Background: an optimization exercise with open tools, aiming at small area. Do not read the settings as production practice.
At most, simulation tests tie the RTL to the original design; equivalence was not proved.

==> run F <==
## mode_watch_top_long_key_nedge
module mode_watch_top_long_key_nedge(
    input clk, reset_p,
    input [3:0] btn,
    output [15:0] led,
    output [3:0] com,
    output [7:0] seg_7 );
==> flow/config.mk <==
export PLATFORM = sky130hd
export DESIGN_NAME = mode_watch_top_long_key_nedge
export DESIGN_NICKNAME = mode_watch_top_long_key_nedge
export VERILOG_FILES = /design/flow/design.v
export SDC_FILE = /design/flow/constraint.sdc
export NUM_CORES = 4
export LEC_CHECK = 0
export CAP_MARGIN = 20
export CORE_MARGIN = 2
export CORE_UTILIZATION = 40
export SLEW_MARGIN = 20
==> flow/constraint.sdc <==
create_clock -name core_clock -period 10.0 [get_ports {clk}]
set_input_delay 2.0000 -clock core_clock [delete_from_list [all_inputs] [get_ports {clk}]]
set_output_delay 2.0000 -clock core_clock [all_outputs]
set_load 0.01 [all_outputs]
standard.sh (not shown) runs the stock make flow with config.mk's settings and CLKGATE_MAP_FILE= SYNTH_SCRIPT=/design/flow/synth_recipe.tcl, a recipe that flattens the netlist after the stock synthesis.
==> flow/flow/run.sh <==
#!/bin/bash
# Own flow: the standard layout, with these changes:
#  - synthesis maps logic with an area-oriented abc script (flow/synth.tcl, flow/abc.script)
#    and leaves adders to abc instead of mapping them to half/full adder cells
#  - clock tree synthesis uses clkbuf_8 buffers and inserts no dummy loads
#  - ports are buffered with buf_1 cells
set -euo pipefail
W=$(pwd)
export CTS_ARGS="-sink_clustering_enable -repair_clock_nets -dont_use_dummy_load -buf_list sky130_fd_sc_hd__clkbuf_8"
export BUFFER_PORTS_ARGS="-buffer_cell sky130_fd_sc_hd__buf_1"
make -C "$FLOW_HOME" DESIGN_CONFIG="$W/config.mk" WORK_HOME="$W/orfs" CLKGATE_MAP_FILE= \
  SYNTH_SCRIPT="$W/flow/synth.tcl" ADDER_MAP_FILE= synth > "$W/synth.log" 2>&1
bash "$W/standard.sh" > "$W/layout.log" 2>&1
==> flow/flow/abc.script <==
strash
ifraig
scorr
dc2
dretime
strash
&get -n
&dch -f
&nf -R 20
&put
==> flow/flow/synth.tcl <==
# The standard synthesis (synth_recipe.tcl), with the technology mapping run by an
# area-oriented abc script instead of ORFS's delay-driven one; registers are untouched.
set here [file dirname [file normalize [info script]]]
set abc_script_file [file join $here abc.script]
proc abc {args} {
  global abc_script_file
  set out {}
  set skip 0
  foreach a $args {
    if {$skip} { set skip 0; continue }
    if {$a eq "-script" || $a eq "-D"} { set skip 1; continue }
    lappend out $a
  }
  set out [linsert $out 0 -script $abc_script_file]
  puts "abc (area script): $out"
  yosys abc {*}$out
}
source [file join [file dirname $here] synth_recipe.tcl]
==> run C: changes against run F <==
--- a/flow/design.v
+++ b/flow/design.v
@@ -25,15 +25,15 @@
     endfunction
     function is5(input [2:0] e);
         is5 = e[2] & e[0];
     endfunction
     reg [9:0] g;
     reg [6:0] m;
     wire m_end = (m == 7'd124);
-    always @(posedge clk) begin
+    always @(posedge clk, posedge reset_p) begin
         if (reset_p) begin
             g <= 10'd126;
             m <= 7'd126;
         end
         else begin
             g <= g + 1'b1;
             if (g[4:0] == 5'd31) m <= m_end ? 7'd0 : m + 1'b1;
@@ -46,30 +46,30 @@
     wire p133 = (g[7:0] == 8'd3);
     wire p134 = (g[7:0] == 8'd4);
     wire p137 = (g[7:0] == 8'd7);
     wire sec_tick  = m_end & (g[4:0] == 5'd5);    
     wire sec_tick2 = m_end & (g[4:0] == 5'd7);    
     wire sec_tick6 = m_end & (g[4:0] == 5'd11);   
     reg D0, E0;
-    always @(posedge clk)
+    always @(posedge clk, posedge reset_p)
         if (reset_p) D0 <= 1'b0;
         else if (p129) D0 <= btn[0];
     always @(posedge clk)
         if (p129) E0 <= btn[0] & ~D0;
     wire pe0 = p131 & E0;
     reg [1:0] mode;
-    always @(posedge clk)
+    always @(posedge clk, posedge reset_p)
         if (reset_p) mode <= MW;
         else if (p132 & E0) mode <= (mode == MC) ? MW : mode + 1'b1;
     reg [2:0] S;
     always @(posedge clk)
         if (p128) S <= btn[3:1];
     reg [2:0] DW, DS, G;
     reg [1:0] DC;
-    always @(posedge clk) begin
+    always @(posedge clk, posedge reset_p) begin
         if (reset_p) begin
             DW <= 3'd0;
             DS <= 3'd0;
             DC <= 2'd0;
             G <= 3'd0;
         end
         else begin
@@ -93,15 +93,15 @@
         end
     end
     wire [2:0] peW = {3{p131}} & ((mode == MW) ? (S & ~DW) : (mode == MS) ? G : 3'd0);
     wire [2:0] peS = {3{p131}} & ((mode == MS) ? (S & ~DS) : (mode == MC) ? G : 3'd0);
     wire [1:0] peC = {2{p131}} & ((mode == MC) ? (S[1:0] & ~DC) : (mode == MW) ? G[1:0] : 2'd0);
     reg D3, R;
     reg [5:0] L;
-    always @(posedge clk)
+    always @(posedge clk, posedge reset_p)
         if (reset_p) D3 <= 1'b0;
         else if (p129) D3 <= btn[3];
     always @(posedge clk)
         if (p129) begin
             R <= D3 & ~btn[3];
             if (~D3) L <= 6'd0;
             else if (btn[3]) L <= L + 1'b1;
@@ -118,27 +118,27 @@
         if (p131) begin
             TW <= peW[0];
             Fsu <= peW[1];
             Fmu <= peW[2];
         end
     wire inc_src = Wset ? peW[1] : sec_tick;
     always @(posedge clk) begin
-        a1 <= inc_src & ~reset_p;
+        a1 <= inc_src;
         a2 <= a1;
     end
     wire inc60 = a2 & ~a1;
     wire wrap60 = inc60 & (&{cnt60[5:3], cnt60[1:0]});    
     always @(posedge clk) begin
         if (p133) Fc <= wrap60;
         if (sec_tick2) Fp <= wrap60;
     end
     wire min_inc = (p137 & Fc) | (sec_tick6 & Fp);
     wire load_watch = p133 & TW & ~Wset;
     wire load_set = p133 & TW & Wset;
-    always @(posedge clk) begin
+    always @(posedge clk, posedge reset_p) begin
         if (reset_p) begin
             Wset <= 1'b0;
             cnt60 <= 6'd0;
             w_s10 <= 3'd0; w_s1 <= 4'd0; w_m10 <= 3'd0; w_m1 <= 4'd0;
             t_s10 <= 3'd0; t_s1 <= 4'd0; t_m10 <= 3'd0; t_m1 <= 4'd0;
         end
         else begin
@@ -179,24 +179,24 @@
     reg [3:0] h1, h10, s1;
     reg [2:0] s10;
     reg [14:0] lap;
     wire clearS = peS[2];
     wire q_end = q[5] & ~q[4] & (&q[2:0]);    
     wire incS = z2 & ~z1;
     always @(posedge clk) begin
-        if (clearS | reset_p) begin
+        if (clearS) begin
             z1 <= 1'b0;
             z2 <= 1'b0;
         end
         else begin
             z1 <= q_end;
             z2 <= z1;
         end
     end
-    always @(posedge clk) begin
+    always @(posedge clk, posedge reset_p) begin
         if (reset_p) begin
             runS <= 1'b0;
             lapS <= 1'b0;
             q <= 6'd56;
             h1 <= 4'd0; h10 <= 4'd0; s1 <= 4'd0; s10 <= 3'd0;
         end
         else begin
@@ -216,34 +216,32 @@
                         if (is9(s1)) s10 <= inc6(s10);
                     end
                 end
             end
         end
     end
     wire [14:0] stop_cur = {s10, s1, h10, h1};
-    reg lap_zero;
-    always @(posedge clk) begin
+    always @(posedge clk)
         if (peS[1]) lap <= stop_cur;
-        if (peS[1]) lap_zero <= 1'b0;
-        else if (clearS) lap_zero <= 1'b1;
-    end
+        else if (clearS) lap <= 15'd0;
+    wire [14:0] stop_value = lapS ? lap : stop_cur;
     reg runC, alarm, Lload, Fcs, dec_clk;
     reg [2:0] k_s10, k_m10, c_s10, c_m10;
     reg [3:0] k_s1, k_m1, c_s1, c_m1;
     wire cur_zero = ({c_m10, c_m1, c_s10, c_s1} == 14'd0);
     wire loadC = p133 & Lload;
     wire short_min = p134 & R & ~is_long & ~E0 & (mode == MC);
     always @(posedge clk)
         if (p131) begin
             Lload <= peC[0] & ~runC;
             Fcs <= peC[1];
         end
     always @(posedge clk)
         if (~loadC) dec_clk <= sec_tick & (dec_clk | ({c_s10, c_s1} == 7'd0));
-    always @(posedge clk) begin
+    always @(posedge clk, posedge reset_p) begin
         if (reset_p) begin
             runC <= 1'b0;
             alarm <= 1'b0;
             k_s10 <= 3'd0; k_s1 <= 4'd0; k_m10 <= 3'd0; k_m1 <= 4'd0;
             c_s10 <= 3'd0; c_s1 <= 4'd1; c_m10 <= 3'd0; c_m1 <= 4'd1;
         end
         else begin
@@ -276,31 +274,33 @@
             end
         end
     end
     wire [14:0] cook_value = runC ? {c_m10, c_m1, 1'b0, c_s10, c_s1} : {k_m10, k_m1, 1'b0, k_s10, k_s1};
     assign led = {alarm, 15'd0};
     wire [1:0] dig = g[9:8];
     wire [1:0] dig_next = g[9:8] + p129;
-    wire selWw = (mode == MW) & ~Wset, selWt = (mode == MW) & Wset;
-    wire selSc = (mode == MS) & ~lapS, selSl = (mode == MS) & lapS & ~lap_zero;
-    wire selCc = (mode == MC) & runC, selCk = (mode == MC) & ~runC;
-    wire [3:0] dsel = 4'b0001 << dig_next;
-    wire [3:0] d0 = ({4{selWw}} & w_s1) | ({4{selWt}} & t_s1) | ({4{selSc}} & h1) | ({4{selSl}} & lap[3:0])
-                  | ({4{selCc}} & c_s1) | ({4{selCk}} & k_s1);
-    wire [3:0] d1 = ({4{selWw}} & {1'b0, w_s10}) | ({4{selWt}} & {1'b0, t_s10}) | ({4{selSc}} & h10) | ({4{selSl}} & lap[7:4])
-                  | ({4{selCc}} & {1'b0, c_s10}) | ({4{selCk}} & {1'b0, k_s10});
-    wire [3:0] d2 = ({4{selWw}} & w_m1) | ({4{selWt}} & t_m1) | ({4{selSc}} & s1) | ({4{selSl}} & lap[11:8])
-                  | ({4{selCc}} & c_m1) | ({4{selCk}} & k_m1);
-    wire [2:0] d3 = ({3{selWw}} & w_m10) | ({3{selWt}} & t_m10) | ({3{selSc}} & s10) | ({3{selSl}} & lap[14:12])
-                  | ({3{selCc}} & c_m10) | ({3{selCk}} & k_m10);
-    wire [3:0] nib = ({4{dsel[0]}} & d0) | ({4{dsel[1]}} & d1) | ({4{dsel[2]}} & d2) | ({4{dsel[3]}} & {1'b0, d3});
+    reg [14:0] src;
+    always @(*)
+        case (mode)
+            MW: src = watch_value;
+            MS: src = stop_value;
+            default: src = cook_value;
+        endcase
+    reg [3:0] nib;
+    always @(*)
+        case (dig_next)
+            2'd0: nib = src[3:0];
+            2'd1: nib = src[7:4];
+            2'd2: nib = src[11:8];
+            default: nib = {1'b0, src[14:12]};
+        endcase
     reg [3:0] h_pre, hex;
     always @(posedge clk) begin
         if (~pe0) h_pre <= nib;
-        hex <= reset_p ? 4'd0 : h_pre;
+        hex <= h_pre;
     end
     assign com = ~(4'b0001 << dig);
     wire [3:0] x = hex;
     assign seg_7[7] = (~x[3] & ~x[2] & ~x[1] & x[0]) | (x[2] & ~x[1] & ~x[0]);
     assign seg_7[6] = x[2] & (x[1] ^ x[0]);
     assign seg_7[5] = ~x[2] & x[1] & ~x[0];
     assign seg_7[4] = (~x[2] & ~x[1] & x[0]) | (x[2] & ~x[1] & ~x[0]) | (x[2] & x[1] & x[0]);
==> flow/run.sh (new file) <==
#!/bin/bash
# synth_recipe.tcl (not shown) runs the flow's synth.tcl, then flattens the netlist and writes it again
# the make line also repeats each setting of config.mk as NAME=value (left out here)
make -C /OpenROAD-flow-scripts/flow DESIGN_CONFIG=/design/flow/config.mk WORK_HOME=/design/flow/orfs CLKGATE_MAP_FILE= SYNTH_SCRIPT=/design/flow/synth_recipe.tcl finish
removed: flow/flow/run.sh
removed: flow/flow/abc.script
removed: flow/flow/synth.tcl
removed: flow/standard.sh
==> run P: changes against run F <==
--- a/flow/design.v
+++ b/flow/design.v
@@ -25,15 +25,15 @@
     endfunction
     function is5(input [2:0] e);
         is5 = e[2] & e[0];
     endfunction
     reg [9:0] g;
     reg [6:0] m;
     wire m_end = (m == 7'd124);
-    always @(posedge clk) begin
+    always @(posedge clk, posedge reset_p) begin
         if (reset_p) begin
             g <= 10'd126;
             m <= 7'd126;
         end
         else begin
             g <= g + 1'b1;
             if (g[4:0] == 5'd31) m <= m_end ? 7'd0 : m + 1'b1;
@@ -46,30 +46,30 @@
     wire p133 = (g[7:0] == 8'd3);
     wire p134 = (g[7:0] == 8'd4);
     wire p137 = (g[7:0] == 8'd7);
     wire sec_tick  = m_end & (g[4:0] == 5'd5);    
     wire sec_tick2 = m_end & (g[4:0] == 5'd7);    
     wire sec_tick6 = m_end & (g[4:0] == 5'd11);   
     reg D0, E0;
-    always @(posedge clk)
+    always @(posedge clk, posedge reset_p)
         if (reset_p) D0 <= 1'b0;
         else if (p129) D0 <= btn[0];
     always @(posedge clk)
         if (p129) E0 <= btn[0] & ~D0;
     wire pe0 = p131 & E0;
     reg [1:0] mode;
-    always @(posedge clk)
+    always @(posedge clk, posedge reset_p)
         if (reset_p) mode <= MW;
         else if (p132 & E0) mode <= (mode == MC) ? MW : mode + 1'b1;
     reg [2:0] S;
     always @(posedge clk)
         if (p128) S <= btn[3:1];
     reg [2:0] DW, DS, G;
     reg [1:0] DC;
-    always @(posedge clk) begin
+    always @(posedge clk, posedge reset_p) begin
         if (reset_p) begin
             DW <= 3'd0;
             DS <= 3'd0;
             DC <= 2'd0;
             G <= 3'd0;
         end
         else begin
@@ -93,15 +93,15 @@
         end
     end
     wire [2:0] peW = {3{p131}} & ((mode == MW) ? (S & ~DW) : (mode == MS) ? G : 3'd0);
     wire [2:0] peS = {3{p131}} & ((mode == MS) ? (S & ~DS) : (mode == MC) ? G : 3'd0);
     wire [1:0] peC = {2{p131}} & ((mode == MC) ? (S[1:0] & ~DC) : (mode == MW) ? G[1:0] : 2'd0);
     reg D3, R;
     reg [5:0] L;
-    always @(posedge clk)
+    always @(posedge clk, posedge reset_p)
         if (reset_p) D3 <= 1'b0;
         else if (p129) D3 <= btn[3];
     always @(posedge clk)
         if (p129) begin
             R <= D3 & ~btn[3];
             if (~D3) L <= 6'd0;
             else if (btn[3]) L <= L + 1'b1;
@@ -118,27 +118,27 @@
         if (p131) begin
             TW <= peW[0];
             Fsu <= peW[1];
             Fmu <= peW[2];
         end
     wire inc_src = Wset ? peW[1] : sec_tick;
     always @(posedge clk) begin
-        a1 <= inc_src & ~reset_p;
+        a1 <= inc_src;
         a2 <= a1;
     end
     wire inc60 = a2 & ~a1;
     wire wrap60 = inc60 & (&{cnt60[5:3], cnt60[1:0]});    
     always @(posedge clk) begin
         if (p133) Fc <= wrap60;
         if (sec_tick2) Fp <= wrap60;
     end
     wire min_inc = (p137 & Fc) | (sec_tick6 & Fp);
     wire load_watch = p133 & TW & ~Wset;
     wire load_set = p133 & TW & Wset;
-    always @(posedge clk) begin
+    always @(posedge clk, posedge reset_p) begin
         if (reset_p) begin
             Wset <= 1'b0;
             cnt60 <= 6'd0;
             w_s10 <= 3'd0; w_s1 <= 4'd0; w_m10 <= 3'd0; w_m1 <= 4'd0;
             t_s10 <= 3'd0; t_s1 <= 4'd0; t_m10 <= 3'd0; t_m1 <= 4'd0;
         end
         else begin
@@ -179,24 +179,24 @@
     reg [3:0] h1, h10, s1;
     reg [2:0] s10;
     reg [14:0] lap;
     wire clearS = peS[2];
     wire q_end = q[5] & ~q[4] & (&q[2:0]);    
     wire incS = z2 & ~z1;
     always @(posedge clk) begin
-        if (clearS | reset_p) begin
+        if (clearS) begin
             z1 <= 1'b0;
             z2 <= 1'b0;
         end
         else begin
             z1 <= q_end;
             z2 <= z1;
         end
     end
-    always @(posedge clk) begin
+    always @(posedge clk, posedge reset_p) begin
         if (reset_p) begin
             runS <= 1'b0;
             lapS <= 1'b0;
             q <= 6'd56;
             h1 <= 4'd0; h10 <= 4'd0; s1 <= 4'd0; s10 <= 3'd0;
         end
         else begin
@@ -216,34 +216,32 @@
                         if (is9(s1)) s10 <= inc6(s10);
                     end
                 end
             end
         end
     end
     wire [14:0] stop_cur = {s10, s1, h10, h1};
-    reg lap_zero;
-    always @(posedge clk) begin
+    always @(posedge clk)
         if (peS[1]) lap <= stop_cur;
-        if (peS[1]) lap_zero <= 1'b0;
-        else if (clearS) lap_zero <= 1'b1;
-    end
+        else if (clearS) lap <= 15'd0;
+    wire [14:0] stop_value = lapS ? lap : stop_cur;
     reg runC, alarm, Lload, Fcs, dec_clk;
     reg [2:0] k_s10, k_m10, c_s10, c_m10;
     reg [3:0] k_s1, k_m1, c_s1, c_m1;
     wire cur_zero = ({c_m10, c_m1, c_s10, c_s1} == 14'd0);
     wire loadC = p133 & Lload;
     wire short_min = p134 & R & ~is_long & ~E0 & (mode == MC);
     always @(posedge clk)
         if (p131) begin
             Lload <= peC[0] & ~runC;
             Fcs <= peC[1];
         end
     always @(posedge clk)
         if (~loadC) dec_clk <= sec_tick & (dec_clk | ({c_s10, c_s1} == 7'd0));
-    always @(posedge clk) begin
+    always @(posedge clk, posedge reset_p) begin
         if (reset_p) begin
             runC <= 1'b0;
             alarm <= 1'b0;
             k_s10 <= 3'd0; k_s1 <= 4'd0; k_m10 <= 3'd0; k_m1 <= 4'd0;
             c_s10 <= 3'd0; c_s1 <= 4'd1; c_m10 <= 3'd0; c_m1 <= 4'd1;
         end
         else begin
@@ -276,31 +274,33 @@
             end
         end
     end
     wire [14:0] cook_value = runC ? {c_m10, c_m1, 1'b0, c_s10, c_s1} : {k_m10, k_m1, 1'b0, k_s10, k_s1};
     assign led = {alarm, 15'd0};
     wire [1:0] dig = g[9:8];
     wire [1:0] dig_next = g[9:8] + p129;
-    wire selWw = (mode == MW) & ~Wset, selWt = (mode == MW) & Wset;
-    wire selSc = (mode == MS) & ~lapS, selSl = (mode == MS) & lapS & ~lap_zero;
-    wire selCc = (mode == MC) & runC, selCk = (mode == MC) & ~runC;
-    wire [3:0] dsel = 4'b0001 << dig_next;
-    wire [3:0] d0 = ({4{selWw}} & w_s1) | ({4{selWt}} & t_s1) | ({4{selSc}} & h1) | ({4{selSl}} & lap[3:0])
-                  | ({4{selCc}} & c_s1) | ({4{selCk}} & k_s1);
-    wire [3:0] d1 = ({4{selWw}} & {1'b0, w_s10}) | ({4{selWt}} & {1'b0, t_s10}) | ({4{selSc}} & h10) | ({4{selSl}} & lap[7:4])
-                  | ({4{selCc}} & {1'b0, c_s10}) | ({4{selCk}} & {1'b0, k_s10});
-    wire [3:0] d2 = ({4{selWw}} & w_m1) | ({4{selWt}} & t_m1) | ({4{selSc}} & s1) | ({4{selSl}} & lap[11:8])
-                  | ({4{selCc}} & c_m1) | ({4{selCk}} & k_m1);
-    wire [2:0] d3 = ({3{selWw}} & w_m10) | ({3{selWt}} & t_m10) | ({3{selSc}} & s10) | ({3{selSl}} & lap[14:12])
-                  | ({3{selCc}} & c_m10) | ({3{selCk}} & k_m10);
-    wire [3:0] nib = ({4{dsel[0]}} & d0) | ({4{dsel[1]}} & d1) | ({4{dsel[2]}} & d2) | ({4{dsel[3]}} & {1'b0, d3});
+    reg [14:0] src;
+    always @(*)
+        case (mode)
+            MW: src = watch_value;
+            MS: src = stop_value;
+            default: src = cook_value;
+        endcase
+    reg [3:0] nib;
+    always @(*)
+        case (dig_next)
+            2'd0: nib = src[3:0];
+            2'd1: nib = src[7:4];
+            2'd2: nib = src[11:8];
+            default: nib = {1'b0, src[14:12]};
+        endcase
     reg [3:0] h_pre, hex;
     always @(posedge clk) begin
         if (~pe0) h_pre <= nib;
-        hex <= reset_p ? 4'd0 : h_pre;
+        hex <= h_pre;
     end
     assign com = ~(4'b0001 << dig);
     wire [3:0] x = hex;
     assign seg_7[7] = (~x[3] & ~x[2] & ~x[1] & x[0]) | (x[2] & ~x[1] & ~x[0]);
     assign seg_7[6] = x[2] & (x[1] ^ x[0]);
     assign seg_7[5] = ~x[2] & x[1] & ~x[0];
     assign seg_7[4] = (~x[2] & ~x[1] & x[0]) | (x[2] & ~x[1] & ~x[0]) | (x[2] & x[1] & x[0]);
==> flow/flow/run.sh (replaced) <==
#!/bin/bash
# Own flow: the standard layout, with two changes:
#  - synthesis maps logic with an area-oriented abc script (flow/synth.tcl, flow/abc.script)
#  - clock tree synthesis uses clkbuf_8 buffers and inserts no dummy loads
set -euo pipefail
W=$(pwd)
export CTS_ARGS="-sink_clustering_enable -repair_clock_nets -dont_use_dummy_load -buf_list sky130_fd_sc_hd__clkbuf_8"
make -C "$FLOW_HOME" DESIGN_CONFIG="$W/config.mk" WORK_HOME="$W/orfs" CLKGATE_MAP_FILE= \
  SYNTH_SCRIPT="$W/flow/synth.tcl" synth > "$W/synth.log" 2>&1
bash "$W/standard.sh" > "$W/layout.log" 2>&1
==> summary of the runs <==
- Against run F, the worst hold slack of run C is worse by 0.059 ns.
- Sequential share of layout area: run P is higher than run F (1.1 points).
- Against run C, the clock-buffer cell count of run P is lower by 7.
- In run P the core utilization is higher than in run F, by 0.22 points.
Only the layout flow was run in run F; the RTL was not checked for function there.

## re-timing with driven ports
How much do the figures lean on ideal ports? The routed layouts below were timed once more, with nothing changed but the port constraints. Step 1 sets driving cells, clkbuf_16 on the clock port and buf_2 on the other inputs (assumed; they add their load-dependent delay and slew). Step 2 moves the port delays by t, midway between the first and last clock arrival at a register: inputs arrive t later, outputs are due t later. That takes back most of the time a late clock gives input paths. Slacks: no drivers / after step 1 / after step 2; pairs: no drivers / after step 1.
run | t, ns | setup slack, ns | worst register clock-pin slew, ns
run F | 0.495 | 6.081 / 6.081 / 5.994 | 0.09 / 0.09
run C | 0.468 | 6.176 / 6.135 / 6.135 | 0.07 / 0.07
run P | 0.484 | 6.177 / 6.136 / 6.180 | 0.10 / 0.10
After both steps setup and hold are still met in every run listed. For run F, which loses most, drivers alone change the setup slack by 0.000 ns; drivers and shift together by -0.087 ns. Setup slack includes reset recovery checks.
